Source: an optimization exercise on an open RTL-to-GDS flow (aim: small area and a short achievable clock period). Production flows keep margins and buffers that such runs may drop. The RTL was checked by simulation tests, not by an equivalence proof against the original design. The flow treats the clock pin as an ideal source. Dropping or thinning the clock tree relies on that and would not hold on a real chip. Power and IR drop assume default switching activity.

==> flow/design.v (excerpt) <==
module IOTDF( clk, rst, in_en, iot_in, fn_sel, busy, valid, iot_out);
Settings: LEC_CHECK=0, CAP_MARGIN=20, CORE_MARGIN=2, CORE_UTILIZATION=40, CTS_BUF_LIST=sky130_fd_sc_hd__clkbuf_8 sky130_fd_sc_hd__clkbuf_16, CTS_CLUSTER_DIAMETER=100, CTS_CLUSTER_SIZE=30, PLACE_DENSITY=0.6, SLEW_MARGIN=20; clock period 10.0 ns.
standard.sh (not shown) runs the stock make flow with config.mk's settings and CLKGATE_MAP_FILE= SYNTH_SCRIPT=/design/flow/synth_recipe.tcl, a recipe that flattens the netlist after the stock synthesis.
==> flow/flow/run.sh <==
#!/bin/bash
set -euo pipefail
MARGIN=$(cat flow/margin.txt)
bash standard.sh SETUP_SLACK_MARGIN=$MARGIN \
  "BUFFER_PORTS_ARGS=-buffer_cell sky130_fd_sc_hd__buf_2" \
  POST_CTS_TCL=$PWD/flow/post_cts.tcl finish > standard.log 2>&1
==> flow/flow/margin.txt <==
7.0
==> flow/flow/post_cts.tcl <==
set block [ord::get_db_block]
set root [$block findInst clkbuf_0_clk]
if {$root ne "NULL"} {
  set in_net  [[$root findITerm A] getNet]
  set out_net [[$root findITerm X] getNet]
  set loads {}
  foreach it [$out_net getITerms] {
    if {[$it getInst] ne $root} { lappend loads $it }
  }
  set nload [expr {[llength $loads] + [llength [$in_net getITerms]] - 1}]
  if {$nload <= 4} {
    foreach it $loads {
      $it disconnect
      $it connect $in_net
    }
    odb::dbInst_destroy $root
    odb::dbNet_destroy $out_net
    puts "post_cts: removed clkbuf_0_clk, clock port now drives $nload cell pins"
  } else {
    puts "post_cts: kept clkbuf_0_clk, port would drive $nload cell pins"
  }
}
Rerun with:
--- a/flow/config.mk
+++ b/flow/config.mk
@@ -9,3 +9,3 @@
 export CORE_MARGIN = 2
-export CORE_UTILIZATION = 40
+export CORE_UTILIZATION = 65
 export CTS_BUF_LIST = sky130_fd_sc_hd__clkbuf_8 sky130_fd_sc_hd__clkbuf_16
@@ -13,3 +13,3 @@
 export CTS_CLUSTER_SIZE = 30
-export PLACE_DENSITY = 0.6
+export PLACE_DENSITY = 0.75
 export SLEW_MARGIN = 20
The new run completed with no timing, DRC or antenna violations.
Power drops by 1.4%.
Non-clock buffer count fell by 1.
Wire length drops by 2.6%.
Final cell count is lower by 13%.
Die area fell by 38%.
Via count rises by 1.6%.

* * *

## build 22
The RTL this note starts from:
==> flow/design.v <==
`timescale 1ns/10ps
module IOTDF( clk, rst, in_en, iot_in, fn_sel, busy, valid, iot_out);
input        clk;
input        rst;
input        in_en;
input  [7:0] iot_in;
input  [2:0] fn_sel;
output     busy;
output reg valid;
output reg [127:0] iot_out;
parameter GRAY2BIN = 3'b001;
parameter FIR      = 3'b010;
assign busy = 1'b0;
reg [9:0] counter;
reg       e2;
reg       f0, f1;
reg [7:0] r1, r2;
reg       par;
reg [11:0] part;
reg [127:0] fir_n;
wire       wrap = (counter[9:6] == 4'b1111);          
wire [3:0] lo   = counter[3:0];                       
wire       e1   = (lo == 4'd0) && (counter[9:4] != 6'd0);
always @(posedge clk or posedge rst) begin
    if (rst) begin
        counter <= 10'd0;
        f0      <= 1'b1;
        f1      <= 1'b0;
        e2      <= 1'b0;
        valid   <= 1'b0;
    end else if (in_en) begin
        counter <= wrap ? 10'd0 : counter + 10'd1;
        f0      <= wrap || (lo == 4'd15);
        f1      <= !wrap && (lo == 4'd0);
        e2      <= e1;
        valid   <= ((fn_sel == GRAY2BIN) && e1) || ((fn_sel == FIR) && e2);
    end
end
function [7:0] g2b;
    input [7:0] g;
    input       p;
    integer i;
    begin
        g2b[7] = p ^ g[7];
        for (i = 6; i >= 0; i = i - 1)
            g2b[i] = g2b[i+1] ^ g[i];
    end
endfunction
wire [7:0]  pc       = f1 ? 8'd0 : r2;
wire [11:0] part_nxt = f0 ? 12'd8 :
                       ({1'b0, r1, 3'b000} + {4'b0, r1} + {3'b0, pc, 1'b0} + 12'd8);
wire [11:0] fsum     = {2'b0, r1, 2'b00} + {4'b0, r1} + part;
wire [7:0]  fir_nxt  = fsum[11:4];
always @(posedge clk) begin
    if (in_en) begin
        r1    <= iot_in;
        r2    <= r1;
        par   <= (f1 ? 1'b0 : par) ^ (^r1);
        part  <= part_nxt;
        fir_n <= {fir_n[119:0], ~fir_nxt};
    end
end
wire [7:0] conv_r1 = g2b(r1, par);
wire [7:0] conv_r2 = g2b(r2, 1'b0);
genvar k;
generate
    for (k = 0; k < 16; k = k + 1) begin : lane
        wire       w  = (k == 0)  ? (lo == 4'd2) :
                        (k == 15) ? e1 :
                                    (lo == k + 1);
        wire [7:0] cv = (k == 0) ? conv_r2 : conv_r1;
        always @(posedge clk) begin
            if (in_en && (e2 || w))
                iot_out[127-8*k -: 8] <= e2 ? ~fir_n[127-8*k -: 8] : cv;
        end
    end
endgenerate
endmodule
==> flow/config.mk <==
export PLATFORM = sky130hd
export DESIGN_NAME = IOTDF
export DESIGN_NICKNAME = IOTDF
export VERILOG_FILES = /design/flow/design.v
export SDC_FILE = /design/flow/constraint.sdc
export NUM_CORES = 4
export LEC_CHECK = 0
export CAP_MARGIN = 20
export CORE_MARGIN = 2
export CORE_UTILIZATION = 65
export CTS_BUF_LIST = sky130_fd_sc_hd__clkbuf_8 sky130_fd_sc_hd__clkbuf_16
export CTS_CLUSTER_DIAMETER = 100
export CTS_CLUSTER_SIZE = 30
export GPL_TIMING_DRIVEN = 1
export PLACE_DENSITY = 0.75
export SLEW_MARGIN = 20
==> flow/constraint.sdc <==
create_clock -name core_clock -period 10.0 [get_ports {clk}]
set_input_delay 2.0000 -clock core_clock [delete_from_list [all_inputs] [get_ports {clk}]]
set_output_delay 2.0000 -clock core_clock [all_outputs]
set_load 0.01 [all_outputs]
==> flow/flow/run.sh <==
#!/bin/bash
set -euo pipefail
MARGIN=$(cat flow/margin.txt)
bash standard.sh SETUP_SLACK_MARGIN=$MARGIN \
  "BUFFER_PORTS_ARGS=-buffer_cell sky130_fd_sc_hd__buf_1" \
  POST_CTS_TCL=$PWD/flow/post_cts.tcl finish > standard.log 2>&1
Scripts as last shown in full above: flow/flow/margin.txt, flow/flow/post_cts.tcl
Build 22 ran to completion and came out clean on the timing, design-rule and antenna checks.
Edits applied to the flow inputs when going from build 22 to build 16:
Settings: clearing GPL_TIMING_DRIVEN, which used to be 1.
-- flow/flow/run.sh --
<<< build 22, line 5
  "BUFFER_PORTS_ARGS=-buffer_cell sky130_fd_sc_hd__buf_1" \
>>> build 16, line 5
  "BUFFER_PORTS_ARGS=-buffer_cell sky130_fd_sc_hd__buf_2" \
--- outcome ---
- Relative to build 22, the overall power after layout of build 16 is lower by 38 uW.
- From build 16 to build 22, count of endpoints failing setup in the final report did not move at all.
- Diff build 22 -> build 16 | post-detailed-route via-to-cell ratio | decrease of 0.46%
- Looking at count of clock-net buffers in the final layout, build 16 sits 2 below build 22.
- Build 16 ends up with lower fill cell instance count of the final layout than build 22 does.
- Between build 16 and build 22, global-route track usage on met2 is lower for build 22, build 16 comes in above that.
- Lower layout-stage area growth over the synthesis result was reported by build 22, not build 16.
- Diff build 22 -> build 16: setup slack down 0.021 ns, data arrival at the endpoint of the critical path up 2.13 ns.
Inputs modified between build 16 and build 38:
Settings: changing CTS_CLUSTER_DIAMETER from 100 to 70; changing CTS_CLUSTER_SIZE from 30 to 24.
-- flow/flow/run.sh --
<<< build 16, line 5
  "BUFFER_PORTS_ARGS=-buffer_cell sky130_fd_sc_hd__buf_2" \
>>> build 38, line 5
  "BUFFER_PORTS_ARGS=-buffer_cell sky130_fd_sc_hd__buf_1" \
Notes after the runs:
- Going from build 16 to build 38, the maximum frequency was found to have gone up by about 0.3%.
- Build 38 against build 16: clock tree buffer count of the final layout rose by 4; share of total power consumed by net switching fell by 0.69 points.
- Diff build 16 -> build 38 | clock buffer and inverter area fraction after layout | increase of 1.2 points
- Total power of build 38 is higher than that of build 16.
- Per the final summary, build 38 finished and its layout is clean on timing, DRC and antenna.
- Between build 16 and build 38, the flow reports post-detailed-route wirelength per cell decreasing by a few percent.
- Build 16 and build 38 ended up with nearly the same post-route fraction of the period consumed by the critical path.
- The lower aggregate routed wire length came out of build 38.
- NOTE: largest fanout on the critical path in build 38 exceeds that of build 16
### build 38 -> build 57
Settings: changing CTS_CLUSTER_SIZE from 24 to 30; changing CTS_CLUSTER_DIAMETER from 70 to 100.
-- flow/flow/run.sh --
<<< build 38, line 4
>>> build 57, line 4
CTS="-sink_clustering_enable -repair_clock_nets -sink_clustering_size 30"
CTS="$CTS -sink_clustering_max_diameter 100 -dont_use_dummy_load"
CTS="$CTS -buf_list {sky130_fd_sc_hd__clkbuf_8 sky130_fd_sc_hd__clkbuf_16}"
<<< build 38, line 6
>>> build 57, line 9
  "CTS_ARGS=$CTS" \
[summary]
Both conditions hold for build 57: the flow ran to the end and the final layout passed the timing, design-rule and antenna checks.
The final core utilization in build 57 sits 0.96 points below the value recorded for build 38.
Re number of fill cells: build 57 and build 38 aren't equal, and the lower value belongs to build 38.
Between build 57 and build 38, power is higher for build 38, build 57 comes in under that.
Summary of build 57 over build 38: global routing met3 resource utilization now larger; area of combinational cells with multiple inputs now sits at about the same level; combinational share of power picked up an extra 1.2 points; count of distinct cell types in the synthesized netlist did not really move; final design instance area without fill went down by 1.3%.
Fraction of power consumed by the clock network, build 57 and build 38, lower one = build 57.
Compared with build 38, the detailed router inserted fewer vias in build 57.

* * *

R:
Starts from the design.v that is shown in full above.
export LEC_CHECK = 0
export CAP_MARGIN = 20
export CORE_MARGIN = 2
export CORE_UTILIZATION = 65
export CTS_BUF_LIST = sky130_fd_sc_hd__clkbuf_8 sky130_fd_sc_hd__clkbuf_16
export CTS_CLUSTER_DIAMETER = 100
export CTS_CLUSTER_SIZE = 30
export PLACE_DENSITY = 0.75
export SLEW_MARGIN = 20
create_clock -name core_clock -period 10.0 [get_ports {clk}]
==> flow/flow/run.sh <==
#!/bin/bash
set -euo pipefail
MARGIN=$(cat flow/margin.txt)
bash standard.sh SETUP_SLACK_MARGIN=$MARGIN \
  "BUFFER_PORTS_ARGS=-buffer_cell sky130_fd_sc_hd__buf_1" \
  POST_CTS_TCL=$PWD/flow/post_cts.tcl finish > standard.log 2>&1
Scripts as last shown in full above: flow/flow/margin.txt, flow/flow/post_cts.tcl
--- input diff R..S ---
- swapping 0.75 for 0.85 in PLACE_DENSITY
- swapping 65 for 75 in CORE_UTILIZATION
Findings:
- Source-to-sink clock delay at the later pin of the worst-skew pair: R vs S, no meaningful difference
- A start point of the critical path of iot_out[55] is what R shows, while in_en belongs to S.
- Going from R to S, the portion of total power attributed to the clock network was found to have gone down by 1.8 points.
- According to the power report, total power for S is lower than for R.

* * *

// IOTDF: RTL as listed in full above, without the edits since
Settings: LEC_CHECK=0, CAP_MARGIN=20, CORE_MARGIN=2, CORE_UTILIZATION=65, CTS_BUF_LIST=sky130_fd_sc_hd__clkbuf_8 sky130_fd_sc_hd__clkbuf_16, CTS_CLUSTER_DIAMETER=100, CTS_CLUSTER_SIZE=30, PLACE_DENSITY=0.75, SLEW_MARGIN=20; clock period 10.0 ns.
==> flow/flow/margin.txt <==
6.9
Scripts as last shown in full above: flow/flow/run.sh, flow/flow/post_cts.tcl
The first run passed the timing, design-rule and antenna checks.
Next try:
==> flow/flow/margin.txt (replaced) <==
7.2
Result: The changed run completed without violations; non-clock buffer count went up by 15; hold slack barely changes; combinational power rises by about 20%; sequential share of layout area is lower by 3.1 points; cell area is higher by 4.7%; register-to-register slack improved by 150 ps; first-iteration DRC count came out higher by 1.9%; global-route usage went up by 0.27 points.

* * *

Setup of run 1:
IOTDF, a different RTL version from the one above (not shown whole).
For scale: ~740 cells after synthesis, ~140 I/O pins, ~0.012 mm2 of cells after synthesis.
Settings: LEC_CHECK=0, CAP_MARGIN=20, CORE_MARGIN=2, CORE_UTILIZATION=40, CTS_BUF_LIST=sky130_fd_sc_hd__clkbuf_4 sky130_fd_sc_hd__clkbuf_8, CTS_CLUSTER_DIAMETER=80, CTS_CLUSTER_SIZE=20, PLACE_DENSITY=0.6, SLEW_MARGIN=20; clock period 10.0 ns.
==> flow/flow/run.sh <==
#!/bin/bash
set -euo pipefail
MARGIN=$(cat flow/margin.txt)
bash standard.sh SETUP_SLACK_MARGIN=$MARGIN \
  "BUFFER_PORTS_ARGS=-buffer_cell sky130_fd_sc_hd__buf_2" finish > standard.log 2>&1
==> flow/flow/margin.txt <==
7.0
diff inputs: run 1 => run 2
- CTS_CLUSTER_DIAMETER: 80 -> unset
- CTS_BUF_LIST: sky130_fd_sc_hd__clkbuf_4 sky130_fd_sc_hd__clkbuf_8 -> unset
- CTS_CLUSTER_SIZE: 20 -> unset
==> flow/run.sh (new file) <==
#!/bin/bash
# synth_recipe.tcl (not shown) runs the flow's synth.tcl, then flattens the netlist and writes it again
# the make line also repeats each setting of config.mk as NAME=value (left out here)
make -C /OpenROAD-flow-scripts/flow DESIGN_CONFIG=/design/flow/config.mk WORK_HOME=/design/flow/orfs CLKGATE_MAP_FILE= SYNTH_SCRIPT=/design/flow/synth_recipe.tcl finish
removed: flow/flow/run.sh
removed: flow/flow/margin.txt
removed: flow/standard.sh
### Flow results
Run 1 has lower clock buffer count from CTS than run 2.
The total of cells resized after clock tree synthesis in run 2 was lower than what run 1 gave.
Relative contribution of the clock network to total power (run 2 over run 1): increase, 11 points
Number of buffers and inverters on the critical path in run 2 is 3 above run 1.
Measured against each other, run 2 and run 1 differ in sequential share of layout area, the lower figure coming from run 2.
[inputs] run 3 vs run 2
- CTS_BUF_LIST: unset -> sky130_fd_sc_hd__clkbuf_4 sky130_fd_sc_hd__clkbuf_8
==> flow/flow/run.sh (new file) <==
#!/bin/bash
set -euo pipefail
MARGIN=$(cat flow/margin.txt)
bash standard.sh SETUP_SLACK_MARGIN=$MARGIN \
  "BUFFER_PORTS_ARGS=-buffer_cell sky130_fd_sc_hd__buf_2" finish > standard.log 2>&1
==> flow/flow/margin.txt (new file) <==
7.0
==> flow/standard.sh (new file) <==
#!/bin/bash
# synth_recipe.tcl (not shown) runs the flow's synth.tcl, then flattens the netlist and writes it again
# the make line also repeats each setting of config.mk as NAME=value (left out here)
make -C /OpenROAD-flow-scripts/flow DESIGN_CONFIG=/design/flow/config.mk WORK_HOME=/design/flow/orfs CLKGATE_MAP_FILE= SYNTH_SCRIPT=/design/flow/synth_recipe.tcl "${@:-finish}"
removed: flow/run.sh
### Flow results
Comparing run 2 and run 3, the higher number of clock buffers in the layout is on run 3. Minimum clock period after layout (higher): run 2. Delta(final cell count, run 3 - run 2) > 0. Compare run 2 and run 3 | switching part of the total power higher: run 3. Delta (run 3 minus run 2): static leakage increased 2.9%; total of fill cells in the finished design saw an increase; worst setup slack higher; met1 track demand over resource flat. Re number of cells on the worst reg-to-reg path: run 3 is 5 down on run 2. Global-route usage (higher): run 2. Run 3 reports its cell with the biggest individual delay on the critical path as edfxtp_1 while run 2 reports dfrtp_1. Run 2 ended up with part[9] as its capture point of the worst path; run 3 ended up with iot_out[39].
diff inputs: run 3 => run 4
- CTS_CLUSTER_DIAMETER: unset -> 100
- CTS_CLUSTER_SIZE: unset -> 30
- CTS_BUF_LIST: sky130_fd_sc_hd__clkbuf_4 sky130_fd_sc_hd__clkbuf_8 -> sky130_fd_sc_hd__clkbuf_8 sky130_fd_sc_hd__clkbuf_16
==> run summary <==
Taking run 3 as the reference point, the H-tree level count of run 4 falls by 1.
Total power went down by more than 10% going from run 3 to run 4.
Looking at sequential share of layout area, run 4 sits 2.6 points higher than run 3 does.
Higher number of vias per cell goes to run 4 over run 3.
Comparing run 4 against run 3, there is no change at all in worst hold path stage count.
The relative max-transition margin reported for run 4 is smaller than that of run 3 by 0.83 points.
Going from run 3 to run 4, non-clock buffer count grows by about 0.6%.
Design area: run 4 vs run 3 down about 4%
Clock skew delta for run 4 relative to run 3: 0.0034 ns higher
Compared to run 3, run 4 has overall routing resource usage 0.54 points lower.
#### Input delta (run 5 over run 4)
- CTS_BUF_LIST: sky130_fd_sc_hd__clkbuf_8 sky130_fd_sc_hd__clkbuf_16 -> unset
- CTS_CLUSTER_SIZE: 30 -> unset
- CTS_CLUSTER_DIAMETER: 100 -> unset
==> flow/flow/margin.txt <==
6.8
==> comparison <==
Run 5 finished every stage and its layout cleared the timing, design-rule and antenna checks.
Run 4 -> run 5: final number of max-transition violations delta 0, exact match
Compared run 5 vs run 4, and setup slack after layout is down in run 5.
Comparing run 4 with run 5, the share of the synthesized netlist area taken by xor and xnor gates came out essentially unchanged.
Modified inputs, run 6 compared to run 5
- an added CTS_BUF_LIST of sky130_fd_sc_hd__clkbuf_4 sky130_fd_sc_hd__clkbuf_8
Clock sink count of run 5 is on par with run 6.
Measured against each other, run 6 and run 5 differ in part of the power in combinational logic, the higher figure coming from run 6.
As far as number of distinct library cell variants in the gate-level netlist after synthesis goes, run 6 and run 5 are indistinguishable; the numbers are identical.
Total of plain and repair buffers excluding clock buffers: run 6 vs run 5 up 0.57%

==> re-timing with driven ports <==
The flow's constraints put no driver on any port. The routed layouts listed below were extracted and timed again, unchanged, in two steps. Step 1 assumes that a clkbuf_16 drives the clock port and a buf_2 every other input. Step 2 adds t to the input delays and takes it off the output delays; t is the mean of the earliest and latest rising clock arrival at the registers after step 1. Input paths then give back, and output paths get back, about the clock's delay inside the block. a / b / c = no drivers / after step 1 / after step 2; a / b = the first two.
| run | shift t [ns] | setup slack, ns | worst data-port slew with drivers (ns) |
|---|---|---|---|
| the first run of note 1 | 0.418 | 6.969 / 6.909 / 6.554 | 0.17 |
| the second run of note 1 | 0.409 | 7.023 / 6.964 / 6.603 | 0.17 |
| build 22 | 0.417 | 7.043 / 6.985 / 6.695 | 0.13 |
| build 16 | 0.416 | 7.022 / 6.981 / 6.663 | 0.08 |
| build 38 | 0.407 | 7.031 / 6.990 / 6.708 | 0.12 |
| build 57 | 0.393 | 7.050 / 6.997 / 6.707 | 0.14 |
| R | 0.417 | 7.043 / 6.985 / 6.695 | 0.13 |
| S | 0.405 | 6.947 / 6.942 / 6.537 | 0.06 |
| the first run of note 4 | 0.404 | 7.003 / 6.958 / 6.554 | 0.11 |
| the second run of note 4 | 0.406 | 7.045 / 6.993 / 6.764 | 0.15 |
| run 1 | 0.569 | 6.813 / 6.768 / 6.503 | 0.05 |
| run 2 | 0.589 | 6.189 / 6.189 / 5.671 | 0.04 |
| run 3 | 0.591 | 6.847 / 6.802 / 6.473 | 0.05 |
| run 4 | 0.528 | 6.881 / 6.833 / 6.575 | 0.06 |
| run 5 | 0.596 | 6.832 / 6.779 / 6.342 | 0.05 |
| run 6 | 0.595 | 6.831 / 6.781 / 6.327 | 0.05 |
After both steps setup and hold are still met in every run listed. For run 2, which loses most, drivers alone change the setup slack by 0.000 ns; drivers and shift together by -0.518 ns.
